From an optimization exercise on the open Yosys and OpenROAD flow, aimed at small area; shortcuts taken in it are not production practice. Function was checked by simulation only, so behaviour that the tests miss may differ from the original.

==> module FFT_top, before the edit <==
module FFT_top (
input	wire 			clk,reset_n,
input	wire			start,
input	wire 	[15:0]	s_in,
output	wire 			s2p_en,
output	wire[15:0]		X_0_re,X_1_re,
						X_4_re,X_5_re,
						X_0_im,X_1_im,
						X_4_im,X_5_im,
						X_2_re,X_3_re,
						X_6_re,X_7_re,
						X_2_im,X_3_im,
						X_6_im,X_7_im
);
reg       toggle, en, primed;
reg [2:0] p;                  
always @(posedge clk, negedge reset_n) begin
  if (!reset_n) begin
    toggle <= 1'b0; en <= 1'b0; p <= 3'd0; primed <= 1'b0;
  end else begin
    if (start) toggle <= ~toggle;
    en <= toggle & ~start;
    if (en) p <= p + 3'd1;
    if (en && p == 3'd7) primed <= 1'b1;
  end
end
assign s2p_en = en;
wire p0 = (p == 3'd0), p1 = (p == 3'd1), p2 = (p == 3'd2), p3 = (p == 3'd3);
wire p4 = (p == 3'd4), p5 = (p == 3'd5), p6 = (p == 3'd6), p7 = (p == 3'd7);
reg [15:0] d1, d2;             
always @(posedge clk) if (en) begin d1 <= s_in; d2 <= d1; end
reg [15:0] X0a, ABa, A2p;
reg [15:1] X4a;
wire [15:0] xg = en ? d2 : 16'd0;
wire        sub4  = en & (p6 | p7 | p0 | p1);
wire        subab = en & (p4 | p5 | p0 | p1);
wire        init0 = en & p2;
wire        initab = en & (p2 | p6);
wire [15:0] x0s, x4s, abs_;
rca #(16) ax0 (.a(init0  ? 16'd0 : X0a), .b(xg),                 .ci(1'b0),  .s(x0s));
rca #(16) ax4 (.a(init0  ? 16'd0 : {X4a[15:1], X0a[0]}), .b(xg ^ {16{sub4}}), .ci(sub4), .s(x4s));
rca #(16) aab (.a(initab ? 16'd0 : ABa), .b(xg ^ {16{subab}}),   .ci(subab), .s(abs_));
always @(posedge clk) begin
  X0a <= x0s; X4a <= x4s[15:1]; ABa <= abs_;
  if (en && p6) A2p <= ABa;
end
wire [15:0] df;
rca #(16) adf (.a(d2), .b(~d1), .ci(1'b1), .s(df));
reg  [15:0] C, D;
reg  [16:0] R1, R2;           
reg         m_p, nz_p, nzv_p;
wire [15:0] my;
mulw umul (.u(R1), .y(my));
wire [15:0] pa = p0 ? R2[15:0] : (p1 ? C : D);
wire [15:0] pb = p0 ? df : my;
wire [16:0] XS, YS;
rca #(17) aX (.a({pa[15], pa}), .b({pb[15], pb}),   .ci(p2 & nzv_p),    .s(XS));
rca #(17) aY (.a({pa[15], pa}), .b(~{pb[15], pb}),  .ci(~p2 | ~nzv_p),  .s(YS));
wire        m_n = (df == 16'h8000);
wire [16:0] u1r = {YS[16] ^ m_n, YS[15:0]};             
always @(posedge clk) if (en) begin
  if (p2) C <= df;
  if (p4) D <= df;
  if (p6) R2 <= {1'b0, df};
  if (p0) begin
    R1 <= u1r; R2 <= XS;
    m_p <= m_n; nz_p <= |u1r[13:0]; nzv_p <= |XS[13:0];
  end
  if (p1) begin R1 <= R2; R2[15:0] <= XS[15:0]; C <= YS[15:0]; end
end
wire [15:0] P = R2[15:0], Q = C, R = YS[15:0], S = XS[15:0];
reg [15:0] H0, HP, HR;
reg [15:1] H4, HA2, HB2, HQ, HS;
reg        Hm, Hnz;
reg        ld, kp;
always @(posedge clk, negedge reset_n) begin
  if (!reset_n) begin
    ld <= 1'b0; kp <= 1'b0;
  end else begin
    ld <= en & p1 & primed;
    kp <= ~(en & p1 & primed);
  end
end
always @(posedge clk, negedge reset_n) begin
  if (!reset_n) begin
    H0 <= 16'd0; H4 <= 15'd0; HA2 <= 15'd0; HB2 <= 15'd0;
    HP <= 16'd0; HQ <= 15'd0; HR <= 16'd0; HS <= 15'd0;
    Hm <= 1'b0; Hnz <= 1'b0;
  end else begin
    H0  <= (X0a        & {16{ld}}) | (H0  & {16{kp}});
    H4  <= (X4a        & {15{ld}}) | (H4  & {15{kp}});
    HA2 <= (A2p[15:1]  & {15{ld}}) | (HA2 & {15{kp}});
    HB2 <= (ABa[15:1]  & {15{ld}}) | (HB2 & {15{kp}});
    HP  <= (P          & {16{ld}}) | (HP  & {16{kp}});
    HQ  <= (Q[15:1]    & {15{ld}}) | (HQ  & {15{kp}});
    HR  <= (R          & {16{ld}}) | (HR  & {16{kp}});
    HS  <= (S[15:1]    & {15{ld}}) | (HS  & {15{kp}});
    Hm  <= (m_p & ld) | (Hm  & kp);
    Hnz <= (nz_p & ld) | (Hnz & kp);
  end
end
wire        b2lsb = H0[1] ^ H4[1];
wire [15:0] fX4 = {H4, H0[0]};
wire [15:0] fA2 = {HA2, b2lsb ^ H0[0]};
wire [15:0] fB2 = {HB2, b2lsb};
wire [15:0] fQ  = {HQ, HP[0]};
wire [15:0] fS  = {HS, HR[0]};
wire [15:0] K  = Hm ? 16'hB504 : 16'd0;
wire [15:0] nK = Hm ? 16'h4AFC : 16'd0;       
wire [15:0] x7r, x3r, x1i, x5i, x2i;
rca #(16) o7r (.a(HP),  .b(K),   .ci(Hnz),  .s(x7r));   
rca #(16) o3r (.a(fQ),  .b(~K),  .ci(~Hnz), .s(x3r));   
rca #(16) o1i (.a(~fS), .b(nK),  .ci(1'b1), .s(x1i));   
rca #(16) o5i (.a(~HR), .b(K),   .ci(1'b1), .s(x5i));   
rca #(16) o2i (.a(~fB2), .b(16'd0), .ci(1'b1), .s(x2i));  
assign X_0_re = H0;   assign X_0_im = 16'd0;
assign X_4_re = fX4;   assign X_4_im = 16'd0;
assign X_2_re = fA2;  assign X_2_im = x2i;
assign X_6_re = fA2;  assign X_6_im = fB2;
assign X_1_re = HP;   assign X_1_im = x1i;
assign X_5_re = fQ;   assign X_5_im = x5i;
assign X_3_re = x3r;  assign X_3_im = HR;
assign X_7_re = x7r;  assign X_7_im = fS;
endmodule
Settings: LEC_CHECK=0, CAP_MARGIN=20, CORE_MARGIN=2, CORE_UTILIZATION=70, CTS_BUF_LIST=sky130_fd_sc_hd__clkbuf_16, CTS_CLUSTER_DIAMETER=100, CTS_CLUSTER_SIZE=25, SLEW_MARGIN=20; clock period 12.0 ns.
standard.sh (not shown) runs the stock make flow with config.mk's settings and CLKGATE_MAP_FILE= SYNTH_SCRIPT=/design/flow/synth_recipe.tcl, a recipe that flattens the netlist after the stock synthesis.
==> flow/flow/run.sh <==
#!/bin/bash
# Standard layout, except that the port buffers the standard flow's flow adds are the
# smallest buffer (buf_1) instead of the default choice, and one tie cell
# drives the constant outputs.
set -euo pipefail
bash standard.sh "BUFFER_PORTS_ARGS=-buffer_cell sky130_fd_sc_hd__buf_1" SKIP_REPAIR_TIE_FANOUT=1 finish > standard_flow.log 2>&1
Edit:
--- a/flow/design.v
+++ b/flow/design.v
@@ -62,10 +62,27 @@
   end
 end
 assign s2p_en = en;
 wire p0 = (p == 3'd0), p1 = (p == 3'd1), p2 = (p == 3'd2), p3 = (p == 3'd3);
 wire p4 = (p == 3'd4), p5 = (p == 3'd5), p6 = (p == 3'd6), p7 = (p == 3'd7);
+wire       en_n = toggle & ~start;            
+wire [2:0] p_n  = en ? p + 3'd1 : p;          
+wire       n0 = en_n & (p_n == 3'd0), n1 = en_n & (p_n == 3'd1);
+wire       n2 = en_n & (p_n == 3'd2), n6 = en_n & (p_n == 3'd6);
+reg        q0, q1, q2, q6, nq0, kC, kR1, kR2;
+always @(posedge clk, negedge reset_n) begin
+  if (!reset_n) begin
+    q0 <= 1'b0; q1 <= 1'b0; q2 <= 1'b0; q6 <= 1'b0;
+    nq0 <= 1'b0; kC <= 1'b0; kR1 <= 1'b0; kR2 <= 1'b0;
+  end else begin
+    q0 <= n0; q1 <= n1; q2 <= n2; q6 <= n6;
+    nq0 <= ~n0;
+    kC  <= ~(n1 | n2);
+    kR1 <= ~(n0 | n1);
+    kR2 <= ~(n6 | n0 | n1);
+  end
+end
 reg [15:0] d1, d2;             
 always @(posedge clk) if (en) begin d1 <= s_in; d2 <= d1; end
 reg [15:0] X0a, ABa, A2p;
 reg [15:1] X4a;
 wire [15:0] xg = en ? d2 : 16'd0;
@@ -86,26 +103,25 @@
 reg  [15:0] C, D;
 reg  [16:0] R1, R2;           
 reg         m_p, nz_p, nzv_p;
 wire [15:0] my;
 mulw umul (.u(R1), .y(my));
-wire [15:0] pa = p0 ? R2[15:0] : (p1 ? C : D);
-wire [15:0] pb = p0 ? df : my;
+wire [15:0] pa = (R2[15:0] & {16{q0}}) | (C & {16{q1}}) | (D & {16{q2}});
+wire [15:0] pb = (df & {16{q0}}) | (my & {16{nq0}});
 wire [16:0] XS, YS;
-rca #(17) aX (.a({pa[15], pa}), .b({pb[15], pb}),   .ci(p2 & nzv_p),    .s(XS));
-rca #(17) aY (.a({pa[15], pa}), .b(~{pb[15], pb}),  .ci(~p2 | ~nzv_p),  .s(YS));
+rca #(17) aX (.a({pa[15], pa}), .b({pb[15], pb}),   .ci(q2 & nzv_p),    .s(XS));
+rca #(17) aY (.a({pa[15], pa}), .b(~{pb[15], pb}),  .ci(~(q2 & nzv_p)), .s(YS));
 wire        m_n = (df == 16'h8000);
 wire [16:0] u1r = {YS[16] ^ m_n, YS[15:0]};             
-always @(posedge clk) if (en) begin
-  if (p2) C <= df;
-  if (p4) D <= df;
-  if (p6) R2 <= {1'b0, df};
-  if (p0) begin
-    R1 <= u1r; R2 <= XS;
+always @(posedge clk) begin
+  C  <= (df & {16{q2}}) | (YS[15:0] & {16{q1}}) | (C & {16{kC}});
+  R1 <= (u1r & {17{q0}}) | (R2 & {17{q1}}) | (R1 & {17{kR1}});
+  R2 <= ({1'b0, df} & {17{q6}}) | (XS & {17{q0 | q1}}) | (R2 & {17{kR2}});
+  if (en && p4) D <= df;
+  if (en && p0) begin
     m_p <= m_n; nz_p <= |u1r[13:0]; nzv_p <= |XS[13:0];
   end
-  if (p1) begin R1 <= R2; R2[15:0] <= XS[15:0]; C <= YS[15:0]; end
 end
 wire [15:0] P = R2[15:0], Q = C, R = YS[15:0], S = XS[15:0];
 reg [15:0] H0, HP, HR;
 reg [15:1] H4, HA2, HB2, HQ, HS;
 reg        Hm, Hnz;
Effect: Routed wire length increases by a few percent. Area after synthesis decreases slightly. Sequential cell count increases by 8. Die area decreases slightly. Count of clock-buffer cells in the layout increases by 1. Critical path depth decreases by 3.

-- afterwards: timing with drivers on the ports --
How much do the figures lean on ideal ports? The routed layouts below were timed once more, with nothing changed but the port constraints.
Step 1 (the two cells are an assumption about what drives the block):
set clk [get_ports {clk}]
set_driving_cell -lib_cell sky130_fd_sc_hd__clkbuf_16 $clk
set_driving_cell -lib_cell sky130_fd_sc_hd__buf_2 [delete_from_list [all_inputs] $clk]
Step 2, shift: input delay + t, output delay - t, t = (earliest + latest rising clock arrival at the registers) / 2. This alone moves slack from input paths to output paths.
Three values: ideal ports, drivers, drivers and shift; two values: the first two.
run | t, ns | setup WS [ns] | worst hold slack (ns) | cell pins on the clock port's net
the first run | 0.555 | 0.550 / 0.550 / 0.550 | 0.456 / 0.456 / 0.456 | 1
the second run | 0.556 | 0.894 / 0.894 / 0.894 | 0.456 / 0.456 / 0.456 | 1
After both steps every run listed still meets setup and hold.
